What follows belongs to an exercise in optimizing a design on an open flow for small area, a short achievable clock period and few clock cycles; a production flow would make more cautious choices.
At most, simulation tests tie the RTL to the original design; equivalence was not proved.
The RTL of runs 4 to 8 was laid out without a check of its function.
No activity file was given, so power comes from the tool's default toggle rates.

**flow/flow/resyn.tcl**
```tcl
# Re-map the combinational logic of the synthesized netlist for area.
# Flip-flops and tie cells stay as they are, with their instance names.
yosys -import
set lib $::env(LIB)
read_liberty -ignore_miss_func $lib
read_verilog $::env(IN)
hierarchy -top $::env(FLOW_TOP)
setattr -mod -set keep_hierarchy 1 sky130_fd_sc_hd__*df* sky130_fd_sc_hd__conb_*
flatten
opt_clean
abc -liberty $lib -script flow/area.abc -dont_use *lpflow* -dont_use *probe*
opt_clean -purge
tee -o resyn_stat.txt stat -liberty $lib
select $::env(FLOW_TOP)
write_verilog -noattr -selected $::env(OUT)
```
**flow/design.v**
```verilog
module day1_2 (
    input  logic clk,
    input  logic rst,
    input  logic tvalid_rx,
    output logic tready_rx,
    input  logic [7:0] tdata_rx,
    input  logic tlast_rx,
    output logic tvalid_tx,
    input  logic tready_tx,
    output logic [31:0] tdata_tx,
    output logic tlast_tx
);
  logic       tv;           
  logic       tl;           
  logic       tn;           
  logic [4:0] td;           
  always_ff @(posedge clk) begin
    tv <= tvalid_rx & ~rst;
    tl <= tlast_rx;
    tn <= ~tdata_rx[6];
    td <= tdata_rx[4:0];
  end
  logic [4:0] st;           
  logic [4:0] ns;
  logic       wf;           
  logic [3:0] wd;           
  wire l_e = (td == 5'd5);
  wire l_f = (td == 5'd6);
  wire l_g = (td == 5'd7);
  wire l_h = (td == 5'd8);
  wire l_i = (td == 5'd9);
  wire l_n = (td == 5'd14);
  wire l_o = (td == 5'd15);
  wire l_r = (td == 5'd18);
  wire l_s = (td == 5'd19);
  wire l_t = (td == 5'd20);
  wire l_u = (td == 5'd21);
  wire l_v = (td == 5'd22);
  wire l_w = (td == 5'd23);
  wire l_x = (td == 5'd24);
  wire l_z = (td == 5'd26);
  wire s_root = (st == 5'd0);
  wire s_e = (st == 5'd10);
  wire s_f = (st == 5'd11);
  wire s_n = (st == 5'd8);
  wire s_o = (st == 5'd3);
  wire s_s = (st == 5'd29);
  wire s_t = (st == 5'd9);
  wire s_z = (st == 5'd14);
  wire s_ei = (st == 5'd12);
  wire s_fi = (st == 5'd31);
  wire s_fo = (st == 5'd19);
  wire s_ni = (st == 5'd28);
  wire s_on = (st == 5'd1);
  wire s_se = (st == 5'd15);
  wire s_si = (st == 5'd7);
  wire s_th = (st == 5'd6);
  wire s_tw = (st == 5'd22);
  wire s_ze = (st == 5'd24);
  wire s_eig = (st == 5'd23);
  wire s_fiv = (st == 5'd4);
  wire s_fou = (st == 5'd20);
  wire s_nin = (st == 5'd2);
  wire s_sev = (st == 5'd16);
  wire s_thr = (st == 5'd21);
  wire s_zer = (st == 5'd13);
  wire s_eigh = (st == 5'd5);
  wire s_seve = (st == 5'd27);
  wire s_thre = (st == 5'd30);
  assign ns[0] = (l_e & (s_s | s_sev)) | l_f | (l_g & (s_ei)) | (l_h & (s_eig)) | (l_i & (s_f | s_s)) | (l_n & (s_o | s_fo)) | l_o | (l_r & (s_th | s_ze)) | l_s | l_t;
  assign ns[1] = (l_e & (s_root | s_e | s_f | s_n | s_o | s_s | s_t | s_ei | s_fi | s_fo | s_ni | s_on | s_se | s_si | s_th | s_tw | s_ze | s_eig | s_fiv | s_fou | s_nin | s_sev | s_thr | s_zer | s_eigh | s_seve | s_thre)) | l_f | (l_g & (s_ei)) | (l_h & (s_t)) | (l_i & (s_f | s_s)) | (l_n & (s_ni)) | l_o | (l_w & (s_t)) | l_z;
  assign ns[2] = (l_e & (s_s | s_thr)) | (l_g & (s_ei)) | (l_h & (s_t | s_eig)) | (l_i & (s_e | s_f | s_n | s_s | s_on | s_se | s_ze | s_nin | s_seve | s_thre)) | (l_r & (s_th | s_ze)) | l_s | (l_u & (s_fo)) | (l_v & (s_fi)) | (l_w & (s_t)) | l_z;
  assign ns[3] = l_e | l_f | (l_i & (s_e | s_f | s_n | s_on | s_se | s_ze | s_nin | s_seve | s_thre)) | (l_n & (s_root | s_e | s_f | s_n | s_s | s_t | s_z | s_ei | s_fi | s_on | s_se | s_si | s_th | s_tw | s_ze | s_eig | s_fiv | s_fou | s_nin | s_sev | s_thr | s_zer | s_eigh | s_seve | s_thre)) | (l_r & (s_ze)) | l_s | l_t | l_z;
  assign ns[4] = (l_e & (s_z | s_sev | s_thr)) | (l_g & (s_ei)) | (l_i & (s_f | s_n | s_on | s_nin)) | (l_o & (s_f)) | (l_r & (s_th)) | l_s | (l_u & (s_fo)) | (l_v & (s_se)) | (l_w & (s_t));
  assign wf = (l_e & (s_on | s_fiv | s_nin | s_thre)) | (l_n & (s_seve)) | (l_o & (s_tw | s_zer)) | (l_r & (s_fou)) | (l_t & (s_eigh)) | (l_x & (s_si));
  assign wd[0] = (l_e & (s_on | s_fiv | s_nin | s_thre)) | (l_n & (s_seve));
  assign wd[1] = (l_e & (s_thre)) | (l_n & (s_seve)) | (l_o & (s_tw)) | (l_x & (s_si));
  assign wd[2] = (l_e & (s_fiv)) | (l_n & (s_seve)) | (l_r & (s_fou)) | (l_x & (s_si));
  assign wd[3] = (l_e & (s_nin)) | (l_t & (s_eigh));
  logic [3:0] first_dig, last_dig;
  logic       have;         
  logic       mac;          
  logic [6:0] acc_lo;
  logic       cy;           
  logic [16:0] acc_hi;
  logic       done;
  wire found = tn | wf;
  wire [3:0] dig = tn ? td[3:0] : wd;
  wire [6:0] val = {first_dig, 3'b000} + {2'b00, first_dig, 1'b0} + {3'b000, last_dig};
  always_ff @(posedge clk) begin
    if (tv && found) begin
      last_dig <= dig;
      if (!have) first_dig <= dig;
    end
  end
  always_ff @(posedge clk) begin
    if (rst) begin
      st     <= '0;
      have   <= 1'b0;
      mac    <= 1'b0;
      acc_lo <= '0;
      cy     <= 1'b0;
      acc_hi <= '0;
      done   <= 1'b0;
    end else begin
      if (tv) begin
        st   <= (tl || tn) ? 5'd0 : ns;
        have <= ~tl & (have | found);
      end
      mac <= tv & tl;
      {cy, acc_lo} <= {1'b0, acc_lo} + (mac ? {1'b0, val} : 8'd0);
      acc_hi <= acc_hi + {16'd0, cy};
      done <= tready_tx & ~tv & ~mac & ~cy;
    end
  end
  assign tready_rx = 1'b1;
  assign tvalid_tx = done;
  assign tlast_tx  = done;
  assign tdata_tx  = {8'd0, acc_hi, acc_lo};
endmodule
```
**flow/standard.sh**
```bash
#!/bin/bash
# synth_recipe.tcl (not shown) runs the flow's synth.tcl, then flattens the netlist and writes it again
# the make line also repeats each setting of config.mk as NAME=value (left out here)
make -C /OpenROAD-flow-scripts/flow DESIGN_CONFIG=/design/flow/config.mk WORK_HOME=/design/flow/orfs CLKGATE_MAP_FILE= SYNTH_SCRIPT=/design/flow/synth_recipe.tcl "${@:-finish}"
```
**flow/flow/area.abc**
```
strash
&get -n
&deepsyn -T 60 -S 1
&put
dch -f
map -a
topo
```
**flow/constraint.sdc**
```tcl
create_clock -name core_clock -period 10.0 [get_ports {clk}]
set_input_delay 2.0000 -clock core_clock [delete_from_list [all_inputs] [get_ports {clk}]]
set_output_delay 2.0000 -clock core_clock [all_outputs]
set_load 0.01 [all_outputs]
```
**flow/config.mk**
```make
export PLATFORM = sky130hd
export DESIGN_NAME = day1_2
export DESIGN_NICKNAME = day1_2
export VERILOG_FILES = /design/flow/design.v
export SDC_FILE = /design/flow/constraint.sdc
export NUM_CORES = 4
export LEC_CHECK = 0
export CAP_MARGIN = 20
export CORE_MARGIN = 2
export CORE_UTILIZATION = 40
export SLEW_MARGIN = 20
```
**flow/flow/run.sh**
```bash
#!/bin/bash
# Layout flow: the standard synthesis, then its combinational logic re-optimised for area
# with ABC (registers, their names and cell types kept), then the standard layout with
# small port buffers, no dummy clock loads and a tighter setup target for repair_timing.
set -euo pipefail
R=orfs/results/$FLOW_PLATFORM/day1_2/base
bash standard.sh synth > synth.log 2>&1
cp $R/1_2_yosys.v $R/1_2_yosys.std.v
LIB=$FLOW_HOME/platforms/$FLOW_PLATFORM/lib/sky130_fd_sc_hd__tt_025C_1v80.lib \
IN=$R/1_2_yosys.std.v OUT=$R/1_2_yosys.v yosys -c flow/resyn.tcl > resyn.log 2>&1
rm -f $R/1_synth.odb $R/1_synth.sdc
bash standard.sh BUFFER_PORTS_ARGS="-buffer_cell sky130_fd_sc_hd__buf_1" SETUP_SLACK_MARGIN=7 \
  CTS_ARGS="-sink_clustering_enable -repair_clock_nets -dont_use_dummy_load" finish > standard.log 2>&1
```
==> results of run 1 <==
-- registers in the layout (all words and copies together), names as in the netlist --
name,cells
tn,1
tv,1
last_dig,4
td,5
done,1
tl,1
have,1
cy,1
mac,1
first_dig,4
acc_lo,7
st,5
acc_hi,17
-- placed cells by master, fill, tap and decap left out, types with 2 or more instances in the layout --
| cell type | instances |
|---|---|
| or2_2 | 7 |
| o21ai_0 | 31 |
| nor3_1 | 14 |
| nand4_1 | 7 |
| nand2_1 | 58 |
| edfxtp_1 | 8 |
| dfxtp_1 | 38 |
| conb_1 | 9 |
| clkinv_2 | 3 |
| buf_1 | 36 |
| a21oi_1 | 19 |
| nor2_2 | 4 |
| a31oi_1 | 4 |
| inv_2 | 8 |
| nor2_1 | 48 |
| xor2_1 | 5 |
| buf_4 | 4 |
| nand2_2 | 6 |
| dfxtp_2 | 2 |
| a31o_2 | 2 |
| clkbuf_8 | 5 |
| o21ai_1 | 2 |
| clkinv_1 | 47 |
| nand3_1 | 10 |
| o22ai_1 | 4 |
-- metrics by stage --
| step | power, uW | std cells | area (sq um) | hold WS, ps |
|---|---|---|---|---|
| 4_1_cts | 349 | 475 | 2820 | 445 |
| 3_5_place_dp | 245 | 469 | 2720 | 433 |
| 5_1_grt | 365 | 478 | 2900 | 469 |
| 2_1_floorplan | 236 | 358 | 2490 | 415 |
| 3_3_place_gp | 245 | 469 | 2720 | 433 |
| 6_report | 348 | 478 | 2900 | 443 |
-- routing by layer --
metal	global-route usage [%]	vias to the layer above	part of all wire, %	wire length (um)
met5	0	-	0	0
met4	9.50	0	3.5	202
met3	3.26	26	6.4	370
met2	30.2	107	47	2710
met1	20.2	1093	43	2460
li1	-	1273	-	-
-- worst paths after layout --
| path | startpoint | end |
|---|---|---|
| setup / recovery | acc_hi[7]$_SDFF_PP0_ | tdata_tx[14] |
| hold reg to reg | cy$_SDFF_PP0_ | done$_SDFF_PP0_ |
| hold / removal | cy$_SDFF_PP0_ | done$_SDFF_PP0_ |
| setup reg to reg | first_dig[0]$_DFFE_PP_ | acc_lo[6]$_SDFF_PP0_ |
-- area by class of cell --
type | instances | share of cell area (%)
repair buffers | 40 | 5.69
clock buffers | 5 | 2.37
inverters | 59 | 7.85
multi-input cells | 250 | 44.1
well taps | 75 | 3.23
flip-flops and latches | 49 | 36.8
-- power by group through the flow --
stage / clock [uW] / combinational, uW / sequential [uW]
after floorplan: 0 / 20.3 / 215
after global placement: 0 / 29.6 / 215
after detailed placement: 0 / 29.7 / 215
after CTS: 108 / 30.4 / 211
after global routing: 116 / 36.8 / 212
final: 104 / 32.3 / 211
-- repair_timing --
item / 4_1_cts / 5_1_grt
pin swaps: 1 / 2
resized for setup: 11 / 27
setup buffers: 1 / 3
setup endpoints to repair: 32 / 16
==> results.yml, run 1 <==
final_layout:
  seqCellArea_sq_um: 1070
  antennaDiodeCount: 0
  multi_input_area_sq_um: 1280
  fill_cells: 607
  fin_util_pct: 49.0
  drive_gt1_share_pct: 12.7
  final_nets: 418
  syn2layout_area_growth_pct: 17.8
timing:
  slew_headroom_pct: 62.0
  fin_crit_ps: 2850
  fin_crit_sh_pct: 28.5
  fin_skew_ps: 18.1
  fmax_mhz: 351
  hold_viol: 0
  setup_viol: 0
  grt_setup_unrepaired: "no"
  slew_violations: 0
  fin_setup_tns_ps: 0
  worst_slew_pin_slew_ps: 570
  setup_ws_ps: 7150
power:
  power_frac_clock_pct: 30.1
  ir_drop_uv: 60.2
  p_sw_share_pct: 24.6
  switchingPower_uw: 85.7
  p_leak_uw: 0.00109
  p_per_area_nw_per_um2: 120
  pwr-share-seq_pct: 60.7
  p_comb_share_pct: 9.3
  p_int_uw: 262
flow_run:
  drv_cap: 0
drt:
  postRouteAntennaNets: 0
  wirelength_um: 5740
  dr_total_vias: 2499
  wl_per_cell_um: 12.0
  vias_per_cell: 5.23
  drc_errors: 0
  drt_pass1_iterations: 4
  drt-initial-drc-count: 151
synth:
  syn_avg_cell_area_sq_um: 7.02
  ys.warnings.count: 1
  synth_area_sq_um: 2460
  synthCells: 351
worst_hold_path:
  hold_class: "register to register"
  whs_path_depth: 1
clocking:
  postCtsHoldBufs: 0
  clkTransAtPathRegs_ps: 90
  clockRootBuffer: "clkbuf_8"
  cts_max_level: 2
  cts_tree: "done"
  clockBufferDepth: 2
  cts_buffers: 5
  cts_sinks: 49
  worstSkewPairLatency_ps: 300
floorplan:
  coreArea_sq_um: 5920
  die_y_um: 82.5
  fp-row-count: 28
  io_pins: 48
  die_w_um: 82.5
  start_util_pct: 41.6
  dieArea_sq_um: 6800
grt:
  grt_pass1_vias: 2180
  grt_max_degree: 23
  grt_first_pass_wirelength_um: 9210
  antenna_found_initial: 0
  track_usage_pct: 17.4
  grt.overflow.total: 0
critical_path:
  cp-end-kind: "output port"
  startpoint_type: "register"
  rrSetupSlack_ps: 7190
  cp_data_required_time_ps: 8000
  path_delay_family: "flip-flops"
  slowest_stage: "dfxtp_1"
  path_cells: "buf_1"
  crit_fanout: 3
  cp_num_buf_inv: 1
  crit_arrival_ps: 850
  cp.depth: 1
  cpPeakStageDelay_ps: 380
  critical_path_class: "register to output port"
  reg2reg_depth: 16
placed_design:
  pre_cts_ws_ps: 6390
  gp_congestion: 1.00
  io_buffers: 36
  dpl.hpwl_um: 4420
run_status:
  status: "finished clean"
Testbench counts, summed over its fixed seeds: cycles 33,504.
==> inputs of run 2 (changes only) <==
--- a/flow/flow/run.sh
+++ b/flow/flow/run.sh
@@ -9,5 +9,5 @@
 LIB=$FLOW_HOME/platforms/$FLOW_PLATFORM/lib/sky130_fd_sc_hd__tt_025C_1v80.lib \
 IN=$R/1_2_yosys.std.v OUT=$R/1_2_yosys.v yosys -c flow/resyn.tcl > resyn.log 2>&1
 rm -f $R/1_synth.odb $R/1_synth.sdc
-bash standard.sh BUFFER_PORTS_ARGS="-buffer_cell sky130_fd_sc_hd__buf_1" SETUP_SLACK_MARGIN=7 \
+bash standard.sh BUFFER_PORTS_ARGS="-buffer_cell sky130_fd_sc_hd__buf_1" SETUP_SLACK_MARGIN=6.3 \
   CTS_ARGS="-sink_clustering_enable -repair_clock_nets -dont_use_dummy_load" finish > standard.log 2>&1
==> flow/flow/area.abc (replaced) <==
strash
&get -n
&deepsyn -T 60 -S 1
&put
dc2
dch -f
amap
topo
==> results.yml, run 2 <==
final_layout:
  largest_reg_flops: 17
  layout_common_cells: "nor2_1, dfxtp_1, buf_1"
  largest-register: "acc_hi"
  drive_gt1_share_pct: 1.65
  layout_commonest_cell: "nor2_1"
  antennaDiodeCount: 0
  final_nets: 378
  reg_top3: "acc_hi x17, acc_lo x7"
  syn2layout_area_growth_pct: 13.9
critical_path:
  rrSetupSlack_ps: 6590
  crit_fanout: 6
  reg2reg_depth: 15
  r2r-start: "st[0]$_SDFFE_PP0P_"
  cpPeakStageDelay_ps: 460
  critical_path_class: "register to register"
  rr_endpoint: "st[4]$_SDFFE_PP0P_"
  startpoint_type: "register"
  cp_data_required_time_ps: 10220
  worst_path_most_repeated_cell: "nor2_1"
  crit_arrival_ps: 3620
  cp-end-kind: "register"
  path_cells: "clkinv_1, nor2_1, nor2_1, nand3_1, nor2_1, a311oi_1, nor2_1, nand3_1, o21ai_0, or3_1, nor2_1, nand3_1, a2111oi_0, nor4_1, o22ai_1"
  slowest_stage: "dfxtp_1"
timing:
  fmax_mhz: 293
  grt_setup_unrepaired: "no"
  worst_slew_pin_slew_ps: 488
  fin_setup_tns_ps: 0
  slew_headroom_pct: 67.1
  setup_viol: 0
  fin_crit_ps: 3410
  setup_ws_ps: 6590
  hold_viol: 0
  slew_violations: 0
  fin_skew_ps: 5.18
  fin_crit_sh_pct: 34.1
floorplan:
  io_pins: 48
  start_util_pct: 40.7
  dieArea_sq_um: 6580
  coreArea_sq_um: 5850
  die_w_um: 81.1
  die_y_um: 81.1
  fp-row-count: 28
clocking:
  clkTransAtPathRegs_ps: 80
  cts_sinks: 49
  cts_max_level: 2
  worstSkewPairLatency_ps: 290
  cts_buffers: 5
  clockRootBuffer: "clkbuf_8"
  cts_tree: "done"
  post-cts-setup-buffer-count: 0
  postCtsHoldBufs: 0
  cts_resized: 0
  clockBufferDepth: 2
placed_design:
  dpl.hpwl_um: 4490
  gp_congestion: 0.988
  pre_cts_ws_ps: 6740
  io_buffers: 36
drt:
  vias_per_cell: 5.43
  drt_pass1_iterations: 5
  dr_total_vias: 2379
  drt-initial-drc-count: 184
  wl_per_cell_um: 13.2
  drc_errors: 0
  postRouteAntennaNets: 0
  wirelength_um: 5790
power:
  p_leak_uw: 0.000941
  ir_drop_uv: 113
  power_uw: 343
  p_per_area_nw_per_um2: 126
grt:
  grt_pass1_vias: 2104
  antenna_found_initial: 0
  grt.overflow.total: 0
  track_usage_pct: 18.6
  grt_max_degree: 30
  grt_first_pass_wirelength_um: 9450
worst_hold_path:
  whs_path_depth: 1
  hold_start: "tl$_DFF_P_"
  hold_path_end: "mac$_SDFF_PP0_"
  hold_class: "register to register"
synth:
  synthCells: 314
  ys.warnings.count: 1
  synth_area_sq_um: 2380
  syn_avg_cell_area_sq_um: 7.58
flow_run:
  drv_cap: 0
run_status:
  status: "finished clean"
==> run 2: worst max-delay path by stage <==
| stage | from | end | slack, ps | cells after the start |
|---|---|---|---|---|
| 3_5_place_dp | st[0]$_SDFFE_PP0P_ | st[4]$_SDFFE_PP0P_ | 6740 | 15 |
| 2_1_floorplan | first_dig[1]$_DFFE_PP_ | acc_lo[6]$_SDFF_PP0_ | 7300 | 22 |
| 3_3_place_gp | st[0]$_SDFFE_PP0P_ | st[4]$_SDFFE_PP0P_ | 6630 | 15 |
| 5_1_grt | st[0]$_SDFFE_PP0P_ | st[4]$_SDFFE_PP0P_ | 6360 | 15 |
| 6_report | st[0]$_SDFFE_PP0P_ | st[4]$_SDFFE_PP0P_ | 6590 | 15 |
| 4_1_cts | st[0]$_SDFFE_PP0P_ | st[4]$_SDFFE_PP0P_ | 6720 | 15 |
==> run 2: layer usage <==
layer  global-route usage, %  wire [um]  part of all wire [%]
met5                       0          0                     0
met1                    23.5       2510                    43
met2                    29.2       2590                    45
met3                    3.67        399                   6.9
met4                    11.0        291                   5.0
==> run 2: critical path: cells and delay by family, from the launching register on <==
family | cells | cell delay, ps
buf+inv | 1 | 210
simple gates | 10 | 1680
flops | 1 | 460
compound gates | 4 | 990
==> run 2: power by group <==
| part | internal, uW | switching, uW |
|---|---|---|
| Clock | 45.1 | 56.1 |
| Sequential | 206 | 5.23 |
| Combinational | 10.3 | 20.1 |
==> run 2: stage by stage <==
| step | utilization (%) | instance area, sq um | hold WS [ps] | std cells |
|---|---|---|---|---|
| floorplan | - | 2410 | 427 | 321 |
| global placement | 45.2 | 2640 | 448 | 433 |
| detailed placement | 45.2 | 2640 | 476 | 433 |
| CTS | 46.3 | 2710 | 488 | 438 |
| global route | 46.3 | 2710 | 499 | 438 |
| finish | 46.3 | 2710 | 484 | 438 |
==> run 2: layout make-up <==
cell class | instances | area, sq um
Inverter | 26 | 97.6
Fill cell | 629 | 3140
Tap cell | 75 | 93.8
Clock buffer | 5 | 68.8
Multi-Input combinational cell | 246 | 1250
Sequential cell | 49 | 1060
Timing Repair Buffer | 37 | 143
==> inputs of run 3 (changes only) <==
--- a/flow/flow/run.sh
+++ b/flow/flow/run.sh
@@ -9,5 +9,5 @@
 LIB=$FLOW_HOME/platforms/$FLOW_PLATFORM/lib/sky130_fd_sc_hd__tt_025C_1v80.lib \
 IN=$R/1_2_yosys.std.v OUT=$R/1_2_yosys.v yosys -c flow/resyn.tcl > resyn.log 2>&1
 rm -f $R/1_synth.odb $R/1_synth.sdc
-bash standard.sh BUFFER_PORTS_ARGS="-buffer_cell sky130_fd_sc_hd__buf_1" SETUP_SLACK_MARGIN=6.3 \
+bash standard.sh BUFFER_PORTS_ARGS="-buffer_cell sky130_fd_sc_hd__buf_1" SETUP_SLACK_MARGIN=6.7 \
   CTS_ARGS="-sink_clustering_enable -repair_clock_nets -dont_use_dummy_load" finish > standard.log 2>&1
==> results.yml, run 3 <==
placed_design:
  io_buffers: 36
  dpl.hpwl_um: 4490
  gp_congestion: 0.988
  dpl_cell_area_sq_um: 2640
drt:
  wl_per_cell_um: 13.4
  drt_pass1_iterations: 5
  vias_per_cell: 5.43
  drt-initial-drc-count: 198
  drc_errors: 0
  dr_total_vias: 2400
  wirelength_um: 5910
  postRouteAntennaNets: 0
worst_hold_path:
  hold_class: "register to register"
floorplan:
  dieArea_sq_um: 6580
  start_util_pct: 40.7
  coreArea_sq_um: 5850
  die_w_um: 81.1
  die_y_um: 81.1
  fp-row-count: 28
  io_pins: 48
power:
  p_per_area_nw_per_um2: 123
  p_leak_uw: 0.000960
  ir_drop_uv: 107
flow_run:
  drv_cap: 0
clocking:
  clockRootBuffer: "clkbuf_8"
  clkTransAtPathRegs_ps: 70
  worstSkewPairLatency_ps: 290
  cts_sinks: 49
  cts_buffers: 5
  cts_max_level: 2
  cts_tree: "done"
  clockBufferDepth: 2
critical_path:
  crit_arrival_ps: 3310
  rrSetupSlack_ps: 6910
  cp-end-kind: "register"
  cp_data_required_time_ps: 10220
  r2r-start: "st[3]$_SDFFE_PP0P_"
  endpoint: "st[4]$_SDFFE_PP0P_"
  rr_endpoint: "st[4]$_SDFFE_PP0P_"
  cp-startpoint: "st[3]$_SDFFE_PP0P_"
  reg2reg_depth: 13
  startpoint_type: "register"
  critical_path_class: "register to register"
  crit_fanout: 8
grt:
  grt_max_degree: 30
  track_usage_pct: 18.6
  antenna_found_initial: 0
  grt.overflow.total: 0
  grt_first_pass_wirelength_um: 9450
  grt_pass1_vias: 2104
synth:
  syn_avg_cell_area_sq_um: 7.58
  synth_area_sq_um: 2380
  ys.warnings.count: 1
  synthCells: 314
timing:
  fmax_mhz: 323
  slew_violations: 0
  worst_slew_pin_slew_ps: 509
  fin_crit_ps: 3090
  slew_headroom_pct: 65.7
  grt_setup_unrepaired: "yes"
  fin_setup_tns_ps: 0
  hold_viol: 0
  fin_crit_sh_pct: 30.9
  fin_skew_ps: 3.90
  setup_viol: 0
final_layout:
  layout_common_cells: "nor2_1, dfxtp_1, buf_1"
  layout_commonest_cell: "nor2_1"
  largest-register: "acc_hi"
  design_area_sq_um: 2790
  largest_reg_flops: 17
  syn2layout_area_growth_pct: 17.4
  antennaDiodeCount: 0
  reg_top3: "acc_hi x17, acc_lo x7"
  final_nets: 382
  fill_cells: 625
  drive_gt1_share_pct: 6.81
run_status:
  status: "finished clean"
-- run 3: cell count changes in the layout (fill, tap and decap cells not counted), moves of 2 or more --
cell        previous run  this run
inv_2                  0         2
nor2_1                67        60
o21ai_1                0         3
nor2_2                 0         6
clkinv_1              26        22
buf_4                  1         5
clkinvlp_4             0         2
o21ai_0               24        20
-- run 3: through the flow --
stage          util [%]  hold slack, ps  total power [uW]  worst slack (ps)  instances
2_1_floorplan         -             427               235              7300        321
3_3_place_gp       45.2             448               246              6630        433
3_5_place_dp       45.2             476               246              6740        433
4_1_cts            46.3             488               348              6720        438
5_1_grt            47.8             499               362              6630        442
6_report           47.8             487               344              6910        442
-- run 3: layout make-up --
cell class	instances	area, sq um	area share, %
Multi-Input combinational cell	246	1290	46.3
Tap cell	75	93.8	3.36
Sequential cell	49	1060	38.0
Timing Repair Buffer	41	173	6.18
Clock buffer	5	68.8	2.46
Inverter	26	105	3.76
-- run 3: power breakdown --
part	leakage, uW	switching (uW)	internal, uW
Combinational	0.000516	21.0	10.8
Clock	0.0000359	55.8	45.1
Sequential	0.000409	5.23	206
Total	0.000960	82.1	262
-- run 3: layer usage --
metal	track usage (%)	vias to the layer above	share of wire, %
met5	0	-	0
met4	11.0	0	4.6
met3	3.67	27	7.0
met2	29.2	113	45
met1	23.5	1046	43
li1	-	1214	-
-- run 3: worst min-delay path by stage --
stage / from / end / slack [ps] / cells after the start
after floorplan: cy$_SDFF_PP0_ / done$_SDFF_PP0_ / 430 / 1
after global placement: acc_hi[16]$_SDFF_PP0_ / acc_hi[16]$_SDFF_PP0_ / 450 / 1
after global routing: tl$_DFF_P_ / mac$_SDFF_PP0_ / 500 / 1
final: acc_hi[16]$_SDFF_PP0_ / acc_hi[16]$_SDFF_PP0_ / 490 / 1
after detailed placement: acc_hi[16]$_SDFF_PP0_ / acc_hi[16]$_SDFF_PP0_ / 480 / 1
after CTS: acc_hi[16]$_SDFF_PP0_ / acc_hi[16]$_SDFF_PP0_ / 490 / 1
-- run 3: what timing repair did --
item                       4_1_cts  5_1_grt
setup endpoints to repair        0        4
setup buffers                    0        4
resized for setup                0       21
hold buffers                     0        0
-- run 3: worst max-delay path: stages (launching register included) --
cell        delay (ps)
dfxtp_1            580
clkinvlp_4         300
nor2_1             200
nor2_1              90
a311oi_2           300
nor2_1             140
nand3_1            120
o21ai_0            100
or3_1              360
nor2_1             150
nand3_1            110
a2111oi_2          370
nor4_1             110
o22ai_1            110
==> inputs of run 4 (changes only) <==
--- a/flow/design.v
+++ b/flow/design.v
@@ -14,7 +14,9 @@
   logic       tl;           
   logic       tn;           
   logic [4:0] td;           
+  logic       rst_q;
   always_ff @(posedge clk) begin
+    rst_q <= rst;
     tv <= tvalid_rx & ~rst;
     tl <= tlast_rx;
     tn <= ~tdata_rx[6];
@@ -94,14 +96,13 @@
     end
   end
   always_ff @(posedge clk) begin
-    if (rst) begin
+    if (rst_q) begin
       st     <= '0;
       have   <= 1'b0;
       mac    <= 1'b0;
       acc_lo <= '0;
       cy     <= 1'b0;
       acc_hi <= '0;
-      done   <= 1'b0;
     end else begin
       if (tv) begin
         st   <= (tl || tn) ? 5'd0 : ns;
@@ -110,8 +111,10 @@
       mac <= tv & tl;
       {cy, acc_lo} <= {1'b0, acc_lo} + (mac ? {1'b0, val} : 8'd0);
       acc_hi <= acc_hi + {16'd0, cy};
-      done <= tready_tx & ~tv & ~mac & ~cy;
     end
+  end
+  always_ff @(posedge clk) begin
+    done <= ~rst & tready_tx & ~tv & ~mac & ~cy;
   end
   assign tready_rx = 1'b1;
   assign tvalid_tx = done;
--- a/flow/flow/run.sh
+++ b/flow/flow/run.sh
@@ -9,5 +9,5 @@
 LIB=$FLOW_HOME/platforms/$FLOW_PLATFORM/lib/sky130_fd_sc_hd__tt_025C_1v80.lib \
 IN=$R/1_2_yosys.std.v OUT=$R/1_2_yosys.v yosys -c flow/resyn.tcl > resyn.log 2>&1
 rm -f $R/1_synth.odb $R/1_synth.sdc
-bash standard.sh BUFFER_PORTS_ARGS="-buffer_cell sky130_fd_sc_hd__buf_1" SETUP_SLACK_MARGIN=6.7 \
+bash standard.sh BUFFER_PORTS_ARGS="-buffer_cell sky130_fd_sc_hd__buf_1" SETUP_SLACK_MARGIN=7 \
   CTS_ARGS="-sink_clustering_enable -repair_clock_nets -dont_use_dummy_load" finish > standard.log 2>&1
==> results.yml, run 4 <==
run_status:
  status: "finished clean"
synth:
  ys.warnings.count: 1
  synth_area_sq_um: 2430
  synthCells: 323
  syn_avg_cell_area_sq_um: 7.52
timing:
  setup_viol: 0
  grt_setup_unrepaired: "yes"
  fin_skew_ps: 18.5
  fmax_mhz: 341
  hold_viol: 0
  worst_slew_pin_slew_ps: 990
  fin_crit_sh_pct: 29.3
  slew_headroom_pct: 33.9
  fin_crit_ps: 2930
  slew_violations: 0
  fin_setup_tns_ps: 0
final_layout:
  syn2layout_area_growth_pct: 28.0
  drive_gt1_share_pct: 19.3
  design_area_sq_um: 3110
  final_nets: 403
  fin_util_pct: 52.8
  fill_cells: 594
  largest_reg_flops: 17
  layout_commonest_cell: "nor2_1"
  layout_common_cells: "nor2_1, dfxtp_1, buf_1"
  reg_top3: "acc_hi x17, acc_lo x7"
  antennaDiodeCount: 0
  largest-register: "acc_hi"
clocking:
  clockRootBuffer: "clkbuf_8"
  clockBufferDepth: 2
  clkTransAtPathRegs_ps: 100
  cts_max_level: 2
  worstSkewPairLatency_ps: 310
  cts_buffers: 5
  cts_tree: "done"
  cts_sinks: 50
  postCtsHoldBufs: 0
critical_path:
  path_cells: "nand2_2, o21ai_4, nor2_1, o22ai_1, nor2b_1, o21bai_4, nor2_2, a21oi_2, a21oi_4, nor2_2, a21oi_2, nand2_2, o21ai_2, nor2_2, nor2_2, and2_4, nor2_4, nor2_2, a21oi_2, nor2_2, inv_2, a21oi_2"
  critical_path_class: "register to register"
  path_delay_family: "simple AND/OR/NAND/NOR gates"
  slowest_stage: "edfxtp_1"
  crit_arrival_ps: 3100
  crit_fanout: 3
  cp-end-kind: "register"
  worst_path_most_repeated_cell: "nor2_2"
  cp_num_buf_inv: 1
  startpoint_type: "register"
  cp_data_required_time_ps: 10170
  cpPeakStageDelay_ps: 460
floorplan:
  io_pins: 48
  die_w_um: 81.9
  die_y_um: 81.9
  dieArea_sq_um: 6710
  start_util_pct: 41.3
  fp-row-count: 28
  coreArea_sq_um: 5890
drt:
  drt-initial-drc-count: 136
  vias_per_cell: 5.47
  dr_total_vias: 2533
  drt_pass1_iterations: 4
  postRouteAntennaNets: 0
  wirelength_um: 6620
  wl_per_cell_um: 14.3
  drc_errors: 0
flow_run:
  drv_cap: 0
grt:
  track_usage_pct: 19.2
  antenna_found_initial: 0
  grt_max_degree: 29
  grt_first_pass_wirelength_um: 9830
  grt.overflow.total: 0
  grt_pass1_vias: 2151
power:
  ir_drop_uv: 61.4
  p_per_area_nw_per_um2: 117
  p_leak_uw: 0.00107
worst_hold_path:
  hold_class: "register to register"
placed_design:
  gp_congestion: 0.967
  io_buffers: 36
  dpl_cell_area_sq_um: 2680
  dpl.hpwl_um: 4620
-- run 4: what timing repair did --
item,4_1_cts,5_1_grt
buffers inserted,3,14
resized for setup,22,52
endpoints found under the setup margin,17,16
hold endpoints to repair,0,0
pin swaps,2,21
gates cloned,0,0
-- run 4: metrics by stage --
stage | hold slack, ps | total power [uW] | std cells | setup WS, ps
after detailed placement | 422 | 249 | 441 | 6570
after global routing | 458 | 377 | 463 | 6830
after CTS | 438 | 359 | 449 | 6980
final | 435 | 364 | 463 | 7070
after floorplan | 410 | 240 | 330 | 7220
after global placement | 418 | 250 | 441 | 6510
-- run 4: path summary, 6_finish.rpt --
| path | start | to | slack, ps | cells after the start |
|---|---|---|---|---|
| hold reg to reg | tl$_DFF_P_ | mac$_SDFF_PP0_ | 440 | 2 |
| setup reg to reg | first_dig[0]$_DFFE_PP_ | cy$_SDFF_PP0_ | 7070 | 22 |
| hold / removal | tl$_DFF_P_ | mac$_SDFF_PP0_ | 440 | 2 |
| setup / recovery | first_dig[0]$_DFFE_PP_ | cy$_SDFF_PP0_ | 7070 | 22 |
-- run 4: tightest hold or removal path, cell delays in order (launching register included) --
cell     delay (ps)
dfxtp_1         320
nand2_1          50
nor2_1           30
-- run 4: where the power goes --
| part | leakage, uW | switching, uW | internal (uW) |
|---|---|---|---|
| combinational | 0.000619 | 22.4 | 13.7 |
| sequential | 0.000419 | 7.85 | 209 |
| clock | 0.0000359 | 65.5 | 45.4 |
| total | 0.00107 | 95.7 | 268 |
-- run 4: cell type report --
| type | instances | area [sq um] | share of cell area [%] |
|---|---|---|---|
| clock buffer | 5 | 68.8 | 2.21 |
| inverter | 31 | 133 | 4.27 |
| multi-input combinational | 249 | 1460 | 46.9 |
| sequential | 50 | 1090 | 35.0 |
| tap | 75 | 93.8 | 3.02 |
| timing repair buffer | 53 | 267 | 8.57 |
-- run 4: routing by layer --
metal / wire length [um] / track usage, %
met5: 0 / 0
met2: 3230 / 31.7
met3: 415 / 5.05
met4: 161 / 8.17
met1: 2810 / 23.7
==> inputs of run 5 (changes only) <==
--- a/flow/design.v
+++ b/flow/design.v
@@ -14,9 +14,7 @@
   logic       tl;           
   logic       tn;           
   logic [4:0] td;           
-  logic       rst_q;
   always_ff @(posedge clk) begin
-    rst_q <= rst;
     tv <= tvalid_rx & ~rst;
     tl <= tlast_rx;
     tn <= ~tdata_rx[6];
@@ -80,7 +78,6 @@
   assign wd[2] = (l_e & (s_fiv)) | (l_n & (s_seve)) | (l_r & (s_fou)) | (l_x & (s_si));
   assign wd[3] = (l_e & (s_nin)) | (l_t & (s_eigh));
   logic [3:0] first_dig, last_dig;
-  logic       have;         
   logic       mac;          
   logic [6:0] acc_lo;
   logic       cy;           
@@ -89,32 +86,30 @@
   wire found = tn | wf;
   wire [3:0] dig = tn ? td[3:0] : wd;
   wire [6:0] val = {first_dig, 3'b000} + {2'b00, first_dig, 1'b0} + {3'b000, last_dig};
+  wire fresh = mac | (first_dig == 4'hF);
   always_ff @(posedge clk) begin
-    if (tv && found) begin
-      last_dig <= dig;
-      if (!have) first_dig <= dig;
-    end
+    if (rst) first_dig <= 4'hF;
+    else if (tv && found && fresh) first_dig <= dig;
+    else if (mac) first_dig <= 4'hF;
   end
   always_ff @(posedge clk) begin
-    if (rst_q) begin
+    if (tv && found) last_dig <= dig;
+  end
+  always_ff @(posedge clk) begin
+    if (rst) begin
       st     <= '0;
-      have   <= 1'b0;
       mac    <= 1'b0;
       acc_lo <= '0;
       cy     <= 1'b0;
       acc_hi <= '0;
+      done   <= 1'b0;
     end else begin
-      if (tv) begin
-        st   <= (tl || tn) ? 5'd0 : ns;
-        have <= ~tl & (have | found);
-      end
+      if (tv) st <= (tl || tn) ? 5'd0 : ns;
       mac <= tv & tl;
       {cy, acc_lo} <= {1'b0, acc_lo} + (mac ? {1'b0, val} : 8'd0);
       acc_hi <= acc_hi + {16'd0, cy};
+      done <= tready_tx & ~tv & ~mac & ~cy;
     end
-  end
-  always_ff @(posedge clk) begin
-    done <= ~rst & tready_tx & ~tv & ~mac & ~cy;
   end
   assign tready_rx = 1'b1;
   assign tvalid_tx = done;
==> results.yml, run 5 <==
run_status:
  status: "finished clean"
timing:
  setup_viol: 0
  fmax_mhz: 345
  slew_headroom_pct: 56.2
  grt_setup_unrepaired: "yes"
  setup_ws_ps: 7100
  hold_viol: 0
  fin_setup_tns_ps: 0
  fin_crit_ps: 2900
  fin_crit_sh_pct: 29.0
  slew_violations: 0
  fin_skew_ps: 19.1
  worst_slew_pin_slew_ps: 640
clocking:
  clockRootBuffer: "clkbuf_8"
  cts_buffers: 5
  cts_sinks: 48
  clkTransAtPathRegs_ps: 90
  cts_max_level: 2
  postCtsHoldBufs: 0
  worstSkewPairLatency_ps: 300
  clockBufferDepth: 2
  cts_tree: "done"
floorplan:
  start_util_pct: 40.8
  die_w_um: 81.0
  io_pins: 48
  dieArea_sq_um: 6570
  fp-row-count: 28
  coreArea_sq_um: 5820
  die_y_um: 81.0
synth:
  ys.warnings.count: 1
  syn_avg_cell_area_sq_um: 7.28
  synthCells: 326
  synth_area_sq_um: 2370
drt:
  drt_pass1_iterations: 4
  postRouteAntennaNets: 0
  drt-initial-drc-count: 124
  wirelength_um: 6070
  vias_per_cell: 5.37
  wl_per_cell_um: 13.3
  dr_total_vias: 2447
  drc_errors: 0
critical_path:
  r2r-start: "last_dig[1]$_DFFE_PP_"
  crit_fanout: 27
  rr_endpoint: "cy$_SDFF_PP0_"
  critical_path_class: "input port to register"
  startpoint_type: "input port"
  rrSetupSlack_ps: 7140
  reg2reg_depth: 23
  cp-end-kind: "register"
  cp_data_required_time_ps: 10180
  crit_arrival_ps: 3070
flow_run:
  drv_cap: 0
power:
  p_leak_uw: 0.00101
  ir_drop_uv: 65.0
  pwr-share-seq_pct: 59.4
  p_int_uw: 256
  p_comb_share_pct: 10.5
  p_sw_share_pct: 25.3
  power_frac_clock_pct: 30.1
  switchingPower_uw: 86.7
  p_per_area_nw_per_um2: 119
grt:
  grt.overflow.total: 0
  track_usage_pct: 19.5
  grt_max_degree: 28
  grt_pass1_vias: 2151
  antenna_found_initial: 0
  grt_first_pass_wirelength_um: 9870
final_layout:
  design_area_sq_um: 2870
  reg_top3: "acc_hi x17, acc_lo x7"
  layout_commonest_cell: "nor2_1"
  fin_util_pct: 49.3
  antennaDiodeCount: 0
  drive_gt1_share_pct: 10.5
  syn2layout_area_growth_pct: 20.9
  largest_reg_flops: 17
  largest-register: "acc_hi"
  stdcell_count: 456
  layout_common_cells: "nor2_1, dfxtp_1, nor3_1"
  final_nets: 396
placed_design:
  io_buffers: 36
  pre_cts_ws_ps: 6590
  dpl_cell_area_sq_um: 2640
  gp_congestion: 0.922
  place_inst: 445
  dpl.hpwl_um: 4510
worst_hold_path:
  whs_path_depth: 1
  hold_class: "register to register"
  hold_start: "acc_hi[16]$_SDFF_PP0_"
  hold_path_end: "acc_hi[16]$_SDFF_PP0_"
[run 5: cell types whose count changed in the layout (fill, tap and decap cells not counted), sizes merged, moves of 4 or more]
cell	delta
edfxtp	-4
buf	-10
o21ai	-7
clkinv	+7
o21a	-12
nor3	+12
[run 5: layout make-up]
cell class	count	area (sq um)
Clock buffer	5	68.8
Timing Repair Buffer	43	191
Inverter	33	129
Tap cell	75	93.8
Fill cell	621	2950
Multi-Input combinational cell	252	1380
Sequential cell	48	1010
[run 5: what timing repair did]
action                                 in CTS  in global routing
endpoints found under the hold margin       0                  0
setup endpoints to repair                   8                 12
pin swaps                                   1                 13
setup buffers                               1                  5
gates resized for setup                    16                 26
[run 5: metal layers]
metal	vias to the layer above	part of all wire [%]	global-route usage (%)
met4	0	1.5	5.76
met5	-	0	0
met1	1098	45	26.0
met3	7	6.8	4.00
li1	1252	-	-
met2	90	47	31.7
[run 5: critical path: stages]
cell and delay (ps):
buf_1 80, buf_6 180, clkinvlp_4 120, nand2_1 80
or3_4 390, o22a_1 220
[run 5: metrics by stage]
step                      hold slack (ps)  power (uW)
after global placement                448         240
final                                 470         342
after CTS                             478         346
after detailed placement              455         240
after floorplan                       427         230
after global routing                  496         363
[run 5: power groups by stage]
stage | sequential, uW | clock (uW) | combinational [uW]
2_1_floorplan | 207 | 0 | 22.6
5_1_grt | 204 | 118 | 40.6
3_5_place_dp | 208 | 0 | 32.3
3_3_place_gp | 208 | 0 | 32.3
4_1_cts | 203 | 109 | 33.2
6_report | 204 | 103 | 35.9
[run 5: how the worst max path moves through the flow]
stage | startpoint | endpoint | slack (ps)
finish | rst | first_dig[1]$_SDFFE_PP1P_ | 7100
floorplan | rst | first_dig[0]$_SDFFE_PP1P_ | 7160
global placement | rst | st[1]$_SDFFE_PP0P_ | 6590
global route | last_dig[1]$_DFFE_PP_ | cy$_SDFF_PP0_ | 6920
CTS | last_dig[1]$_DFFE_PP_ | cy$_SDFF_PP0_ | 6970
detailed placement | rst | st[1]$_SDFFE_PP0P_ | 6590
==> inputs of run 6 (changes only) <==
==> flow/flow/area.abc (replaced) <==
strash
&get -n
&deepsyn -J 200 -S 1 -T 600
&put
dc2
dch -f
map
topo
==> results.yml, run 6 <==
final_layout:
  layout_commonest_cell: "clkinv_1"
  largest-register: "acc_hi"
  stdcell_count: 504
  layout_common_cells: "clkinv_1, nor2_1, nand2_1"
  reg_top3: "acc_hi x17, acc_lo x7"
  syn2layout_area_growth_pct: 13.6
  final_nets: 442
  antennaDiodeCount: 0
  drive_gt1_share_pct: 3.98
  largest_reg_flops: 17
worst_hold_path:
  hold_path_end: "mac$_SDFF_PP0_"
  whs_path_depth: 2
  hold_start: "tl$_DFF_P_"
  hold_class: "register to register"
power:
  ir_drop_uv: 53.5
  p_per_area_nw_per_um2: 119
  p_leak_uw: 0.00103
drt:
  wl_per_cell_um: 12.5
  vias_per_cell: 5.22
  drt-initial-drc-count: 151
  drc_errors: 0
  dr_total_vias: 2629
  postRouteAntennaNets: 0
  wirelength_um: 6310
  drt_pass1_iterations: 4
timing:
  slew_violations: 0
  hold_viol: 0
  fin_setup_tns_ps: 0
  fin_crit_ps: 2920
  grt_setup_unrepaired: "yes"
  hold_ws_ps: 437
  slew_headroom_pct: 56.8
  worst_slew_pin_slew_ps: 631
  setup_viol: 0
  fin_crit_sh_pct: 29.2
  fin_skew_ps: 22.7
  fmax_mhz: 343
floorplan:
  start_util_pct: 40.7
  die_y_um: 84.0
  io_pins: 48
  fp-row-count: 29
  die_w_um: 84.0
  dieArea_sq_um: 7050
  coreArea_sq_um: 6280
clocking:
  cts_buffers: 5
  clkTransAtPathRegs_ps: 90
  postCtsHoldBufs: 0
  cts_sinks: 48
  clockRootBuffer: "clkbuf_8"
  cts_max_level: 2
  cts_tree: "done"
  worstSkewPairLatency_ps: 300
  clockBufferDepth: 2
grt:
  antenna_found_initial: 0
  grt_pass1_vias: 2443
  track_usage_pct: 18.9
  grt_max_degree: 22
  grt.overflow.total: 0
  grt_first_pass_wirelength_um: 11000
placed_design:
  io_buffers: 36
  gp_congestion: 0.946
  dpl.hpwl_um: 4920
  place_inst: 499
flow_run:
  drv_cap: 0
critical_path:
  cp_num_buf_inv: 1
  rr_endpoint: "first_dig[1]$_SDFFE_PP1P_"
  path_delay_family: "flip-flops"
  crit_fanout: 7
  cp-end-kind: "output port"
  r2r-start: "td[1]$_DFF_P_"
  critical_path_class: "register to output port"
  reg2reg_depth: 9
  cp_data_required_time_ps: 8000
  slowest_stage: "dfxtp_1"
  crit_arrival_ps: 920
  rrSetupSlack_ps: 7360
  path_cells: "buf_1"
  startpoint_type: "register"
  cpPeakStageDelay_ps: 430
run_status:
  status: "finished clean"
synth:
  synthCells: 379
  ys.warnings.count: 1
  synth_area_sq_um: 2560
  syn_avg_cell_area_sq_um: 6.75
run 6: changes by cell type in the layout (fill, tap and decap cells not counted), moves of 6 or more:
cell      before  now
nor3_1        38   14
nand2_1       25   57
nand3_1        5   19
and3_1        16    0
clkinv_1      30   62
o21ai_0        9   31
buf_4          6    0
a21oi_1       10   28
run 6: worst max-delay path by stage:
stage,endpoint,cells past startpoint,start,slack (ps)
after floorplan,st[0]$_SDFFE_PP0P_,5,rst,7100
after global placement,st[1]$_SDFFE_PP0P_,6,rst,6110
after detailed placement,st[1]$_SDFFE_PP0P_,6,rst,6080
after CTS,tdata_tx[18],1,acc_hi[11]$_SDFF_PP0_,7070
after global routing,acc_hi[15]$_SDFF_PP0_,14,cy$_SDFF_PP0_,6950
final,tdata_tx[18],1,acc_hi[11]$_SDFF_PP0_,7080
run 6: cell type report:
cell class / instances / area [sq um]
clock buffers: 5 / 68.8
fillers: 668 / 3370
inverters: 63 / 241
multi-input cells: 275 / 1360
flip-flops and latches: 48 / 1000
well taps: 77 / 96.3
repair buffers: 36 / 136
run 6: repair_timing:
action	4_1_cts	5_1_grt
gates cloned	0	0
gates resized for setup	4	3
setup endpoints to repair	30	12
buffers inserted	0	0
run 6: metal layers:
layer  global-route usage (%)  part of all wire, %  vias up
li1                         -                    -     1380
met2                     32.0                   46       77
met3                     3.26                  5.0       15
met4                     6.30                  2.3        0
met5                        0                    0        -
met1                     24.4                   46     1157
run 6: metrics by stage:
| step | worst slack, ps | area (sq um) | power, uW | util, % |
|---|---|---|---|---|
| after floorplan | 7100 | 2580 | 233 | - |
| after global placement | 6110 | 2820 | 243 | 44.8 |
| after detailed placement | 6080 | 2820 | 243 | 44.8 |
| after CTS | 7070 | 2900 | 352 | 46.1 |
| after global routing | 6950 | 2910 | 363 | 46.3 |
| final | 7080 | 2910 | 347 | 46.3 |
run 6: power breakdown:
part / switching (uW) / internal [uW] / leakage [uW]
logic: 24.6 / 11.1 / 0.000598
clock network: 62.2 / 45.3 / 0.0000359
registers: 5.38 / 198 / 0.000395
total: 92.1 / 255 / 0.00103
==> inputs of run 7 (changes only) <==
==> flow/flow/area.abc (replaced) <==
strash
&get -n
&deepsyn -J 200 -S 1 -T 600
&put
&get -n
&dch -f
&nf -R 1000
&put
topo
==> results.yml, run 7 <==
run_status:
  status: "finished clean"
drt:
  drt_pass1_iterations: 4
  dr_total_vias: 2433
  drt-initial-drc-count: 76
  postRouteAntennaNets: 0
  drc_errors: 0
  vias_per_cell: 5.49
  wl_per_cell_um: 13.9
  wirelength_um: 6170
critical_path:
  crit_arrival_ps: 3380
  cp-startpoint: "last_dig[1]$_DFFE_PP_"
  critical_path_class: "register to register"
  reg2reg_depth: 18
  cp-end-kind: "register"
  crit_fanout: 3
  cp_data_required_time_ps: 10220
  startpoint_type: "register"
  r2r-start: "last_dig[1]$_DFFE_PP_"
grt:
  grt_pass1_vias: 2235
  grt_max_degree: 37
  grt.overflow.total: 0
  grt_first_pass_wirelength_um: 9900
  track_usage_pct: 18.6
  antenna_found_initial: 0
timing:
  fmax_mhz: 316
  setup_viol: 0
  slew_headroom_pct: 66.7
  slew_violations: 0
  fin_crit_ps: 3160
  worst_slew_pin_slew_ps: 499
  grt_setup_unrepaired: "yes"
  fin_crit_sh_pct: 31.6
  fin_setup_tns_ps: 0
  setup_ws_ps: 6840
  fin_skew_ps: 19.8
  hold_viol: 0
synth:
  synth_area_sq_um: 2440
  syn_avg_cell_area_sq_um: 7.99
  ys.warnings.count: 1
  synthCells: 306
clocking:
  cts_tree: "done"
  postCtsHoldBufs: 0
  clkTransAtPathRegs_ps: 90
  cts_max_level: 2
  clockBufferDepth: 2
  cts_sinks: 48
  worstSkewPairLatency_ps: 290
  cts_buffers: 5
  clockRootBuffer: "clkbuf_8"
final_layout:
  drive_gt1_share_pct: 11.1
  layout_commonest_cell: "dfxtp_1"
  antennaDiodeCount: 0
  largest_reg_flops: 17
  layout_common_cells: "dfxtp_1, buf_1, nor2_1"
  syn2layout_area_growth_pct: 22.6
  largest-register: "acc_hi"
  reg_top3: "acc_hi x17, acc_lo x7"
  final_nets: 383
power:
  p_leak_uw: 0.00111
  p_per_area_nw_per_um2: 115
  power_frac_clock_pct: 29.3
  p_comb_share_pct: 10.8
  p_sw_share_pct: 24.8
  pwr-share-seq_pct: 59.8
  ir_drop_uv: 75.3
  switchingPower_uw: 85.5
  p_int_uw: 260
floorplan:
  dieArea_sq_um: 6750
  die_y_um: 82.2
  io_pins: 48
  coreArea_sq_um: 5920
  start_util_pct: 41.3
  die_w_um: 82.2
  fp-row-count: 28
placed_design:
  pre_cts_ws_ps: 6570
  dpl.hpwl_um: 4280
  io_buffers: 36
  gp_congestion: 0.950
worst_hold_path:
  hold_start: "acc_hi[2]$_SDFF_PP0_"
  hold_class: "register to register"
  whs_path_depth: 1
flow_run:
  drv_cap: 0
## run 7: layout make-up
| class | count | area [sq um] |
|---|---|---|
| repair buffers | 50 | 244 |
| fillers | 596 | 2930 |
| inverters | 10 | 37.5 |
| clock buffers | 5 | 68.8 |
| multi-input cells | 255 | 1540 |
| flip-flops and latches | 48 | 1010 |
| well taps | 75 | 93.8 |
## run 7: final timing paths
path	end	slack [ps]
hold reg to reg	acc_hi[2]$_SDFF_PP0_	500
setup / recovery	cy$_SDFF_PP0_	6840
hold / removal	acc_hi[2]$_SDFF_PP0_	500
setup reg to reg	cy$_SDFF_PP0_	6840
## run 7: metal layers
layer	global-route usage, %	vias up	wire [um]
met2	32.8	70	3150
met1	23.1	1125	2670
met4	5.00	0	63
li1	-	1229	-
met3	3.80	9	289
met5	0	-	0
## run 7: power groups by stage
stage                     logic [uW]  clock network (uW)  registers, uW
final                           37.4                 101            206
after global routing            42.1                 112            208
after CTS                       34.2                 106            206
after detailed placement        32.0                   0            211
after global placement          31.7                   0            211
after floorplan                 23.1                   0            209
## run 7: worst max-delay path, cell delays in order, from the launching register on
cell,delay (ps)
edfxtp_1,440
xnor2_2,190
o21ai_1,180
nor2b_4,170
and2_4,160
nor2_4,40
xnor2_2,170
nor2_1,70
a21oi_2,140
xnor2_1,160
and2_4,190
a31oi_4,40
buf_6,140
a21oi_4,120
and2_4,180
nor2_4,40
maj3_2,310
or2_0,220
a21oi_1,120
## run 7: metrics by stage
step	total power [uW]	area (sq um)	hold WS (ps)	util, %	instances
finish	345	3000	501	50.6	443
global route	362	3000	529	50.6	443
CTS	346	2910	503	49.1	440
detailed placement	243	2720	482	45.9	425
global placement	242	2720	475	45.9	425
floorplan	232	2480	471	-	313
## run 7: timing repair
action	CTS	global route
resized for setup	13	18
endpoints found under the setup margin	7	6
pin swaps	7	12
buffers inserted	10	3
==> inputs of run 8 (changes only) <==
--- a/flow/design.v
+++ b/flow/design.v
@@ -79,9 +79,7 @@
   assign wd[3] = (l_e & (s_nin)) | (l_t & (s_eigh));
   logic [3:0] first_dig, last_dig;
   logic       mac;          
-  logic [6:0] acc_lo;
-  logic       cy;           
-  logic [16:0] acc_hi;
+  logic [23:0] acc;
   logic       done;
   wire found = tn | wf;
   wire [3:0] dig = tn ? td[3:0] : wd;
@@ -99,20 +97,17 @@
     if (rst) begin
       st     <= '0;
       mac    <= 1'b0;
-      acc_lo <= '0;
-      cy     <= 1'b0;
-      acc_hi <= '0;
+      acc    <= '0;
       done   <= 1'b0;
     end else begin
       if (tv) st <= (tl || tn) ? 5'd0 : ns;
       mac <= tv & tl;
-      {cy, acc_lo} <= {1'b0, acc_lo} + (mac ? {1'b0, val} : 8'd0);
-      acc_hi <= acc_hi + {16'd0, cy};
-      done <= tready_tx & ~tv & ~mac & ~cy;
+      if (mac) acc <= acc + {17'd0, val};
+      done <= tready_tx & ~tv & ~mac;
     end
   end
   assign tready_rx = 1'b1;
   assign tvalid_tx = done;
   assign tlast_tx  = done;
-  assign tdata_tx  = {8'd0, acc_hi, acc_lo};
+  assign tdata_tx  = {8'd0, acc};
 endmodule
==> flow/flow/area.abc (replaced) <==
strash
&get -n
&deepsyn -T 60 -S 1
&put
dc2
dch -f
amap
topo
==> results.yml, run 8 <==
power:
  p_int_uw: 287
  power_frac_clock_pct: 26.2
  switchingPower_uw: 98.1
  p_per_area_nw_per_um2: 114
  pwr-share-seq_pct: 52.2
  ir_drop_uv: 65.9
  p_comb_share_pct: 21.6
  p_leak_uw: 0.00123
  p_sw_share_pct: 25.5
floorplan:
  io_pins: 48
  fp-row-count: 27
  die_y_um: 80.9
  start_util_pct: 42.1
  coreArea_sq_um: 5610
  die_w_um: 80.9
  dieArea_sq_um: 6540
critical_path:
  cp_data_required_time_ps: 10210
  path_delay_family: "simple AND/OR/NAND/NOR gates"
  startpoint_type: "register"
  cp.depth: 30
  crit_arrival_ps: 4650
  cp-end-kind: "register"
  r2r-start: "last_dig[1]$_DFFE_PP_"
  crit_fanout: 3
  rr_endpoint: "acc[23]$_SDFFE_PP0P_"
  worst_path_most_repeated_cell: "and3_4"
  reg2reg_depth: 30
  cp-startpoint: "last_dig[1]$_DFFE_PP_"
  cp_num_buf_inv: 3
  cpPeakStageDelay_ps: 440
  critical_path_class: "register to register"
  slowest_stage: "edfxtp_1"
  rrSetupSlack_ps: 5560
  endpoint: "acc[23]$_SDFFE_PP0P_"
clocking:
  cts_tree: "done"
  worstSkewPairLatency_ps: 290
  cts_max_level: 2
  cts_sinks: 47
  cts_buffers: 5
  clockRootBuffer: "clkbuf_8"
  clockBufferDepth: 2
  clkTransAtPathRegs_ps: 90
  postCtsHoldBufs: 0
drt:
  top_layer: "met4"
  wl_per_cell_um: 13.9
  wl_met2_um: 3530
  vias_per_cell: 5.45
  dr_total_vias: 2647
  met1Wirelength_um: 2810
  wl_met3_um: 320
  wirelength_um: 6770
  drt-initial-drc-count: 114
  postRouteAntennaNets: 0
  drc_errors: 0
  drt_pass1_iterations: 4
synth:
  synthCells: 317
  ys.warnings.count: 1
  synth_area_sq_um: 2360
  syn_avg_cell_area_sq_um: 7.45
final_layout:
  final_nets: 429
  largest_reg_flops: 24
  layout_commonest_cell: "nor2_1"
  layout_common_cells: "nor2_1, dfxtp_1, buf_1"
  drive_gt1_share_pct: 25.8
  fill_cells: 513
  largest-register: "acc"
  reg_top3: "acc x24, st x5, td x5"
  antennaDiodeCount: 0
  fin_util_pct: 60.2
  syn2layout_area_growth_pct: 42.8
timing:
  fin_crit_sh_pct: 44.4
  worst_slew_pin_slew_ps: 509
  setup_viol: 0
  fin_setup_tns_ps: 0
  slew_headroom_pct: 65.6
  grt_setup_unrepaired: "yes"
  slew_violations: 0
  fmax_mhz: 225
  fin_crit_ps: 4440
  fin_skew_ps: 25.9
  hold_viol: 0
worst_hold_path:
  hold_start: "acc[23]$_SDFFE_PP0P_"
  hold_class: "register to register"
grt:
  track_usage_pct: 20.6
  grt_max_degree: 29
  grt.overflow.total: 0
  grt_pass1_vias: 2417
  grt_first_pass_wirelength_um: 10600
  antenna_found_initial: 0
placed_design:
  dpl.hpwl_um: 4380
  gp_congestion: 0.919
  io_buffers: 36
flow_run:
  drv_cap: 0
run_status:
  status: "finished clean"
## run 8: timing repair
action / 4_1_cts / 5_1_grt
pin swaps: 13 / 13
endpoints found under the setup margin: 30 / 32
gates cloned: 0 / 0
setup buffers: 39 / 9
gates resized for setup: 22 / 54
hold endpoints to repair: 0 / 0
## run 8: metal layers
metal	vias up	track usage, %
li1	1330	-
met3	12	3.33
met5	-	0
met2	87	37.4
met4	0	7.29
met1	1218	24.4
## run 8: final cells by class
| type | count | area, sq um | area share, % |
|---|---|---|---|
| clock buffers | 5 | 68.8 | 2.04 |
| repair buffers | 85 | 593 | 17.6 |
| multi-input cells | 250 | 1530 | 45.3 |
| inverters | 27 | 103 | 3.04 |
| well taps | 72 | 90.1 | 2.67 |
| flip-flops and latches | 47 | 990 | 29.3 |
## run 8: how the worst min path moves through the flow
stage | end | slack, ps | depth (start not counted)
after floorplan | mac$_SDFF_PP0_ | 440 | 1
after global routing | acc[23]$_SDFFE_PP0P_ | 490 | 1
after global placement | acc[23]$_SDFFE_PP0P_ | 450 | 1
after CTS | mac$_SDFF_PP0_ | 460 | 1
final | acc[23]$_SDFFE_PP0P_ | 460 | 1
after detailed placement | acc[23]$_SDFFE_PP0P_ | 450 | 1
## run 8: through the flow
step | setup slack (ps) | std cells | hold WS [ps] | total power (uW) | instance area, sq um
after floorplan | 5840 | 324 | 439 | 228 | 2430
after global placement | 5490 | 433 | 449 | 238 | 2670
after detailed placement | 5400 | 433 | 452 | 238 | 2670
after CTS | 5680 | 477 | 464 | 368 | 3100
after global routing | 5300 | 486 | 486 | 404 | 3370
final | 5560 | 486 | 465 | 385 | 3370
## run 8: power groups by stage
| stage | Combinational, uW | Clock (uW) | Sequential [uW] |
|---|---|---|---|
| floorplan | 23.3 | 0 | 205 |
| global placement | 33.4 | 0 | 205 |
| detailed placement | 33.3 | 0 | 205 |
| CTS | 62.4 | 105 | 201 |
| global route | 89.9 | 113 | 202 |
| finish | 83.3 | 101 | 201 |

==> afterwards: timing with drivers on the ports <==
No port has a modelled driver above. Below, the same layouts with a new extraction and two added sets of constraints. Step 1, drivers: a clkbuf_16 drives clk and a buf_2 each remaining input, both assumed. Step 2 adds t to the input delays and takes it off the output delays; t is the mean of the earliest and latest rising clock arrival at the registers after step 1. Input paths then give back, and output paths get back, about the clock's delay inside the block. Slacks: ideal / step 1 / step 2; pairs: ideal / step 1.
run | t (ns) | slack for setup (ns) | worst register clock-pin slew, ns
run 1 | 0.320 | 7.153 / 7.124 / 6.843 | 0.09 / 0.09
run 2 | 0.318 | 6.592 / 6.592 / 6.592 | 0.08 / 0.08
run 3 | 0.317 | 6.906 / 6.906 / 6.799 | 0.08 / 0.08
run 4 | 0.335 | 7.065 / 7.065 / 7.065 | 0.10 / 0.10
run 5 | 0.321 | 7.101 / 7.114 / 6.793 | 0.09 / 0.09
run 6 | 0.322 | 7.083 / 7.054 / 6.820 | 0.09 / 0.09
run 7 | 0.312 | 6.836 / 6.836 / 6.786 | 0.09 / 0.09
run 8 | 0.306 | 5.565 / 5.565 / 5.565 | 0.09 / 0.09
After both steps every run listed still meets setup and hold. For run 1, which loses most, drivers alone change the setup slack by -0.029 ns; drivers and shift together by -0.310 ns.
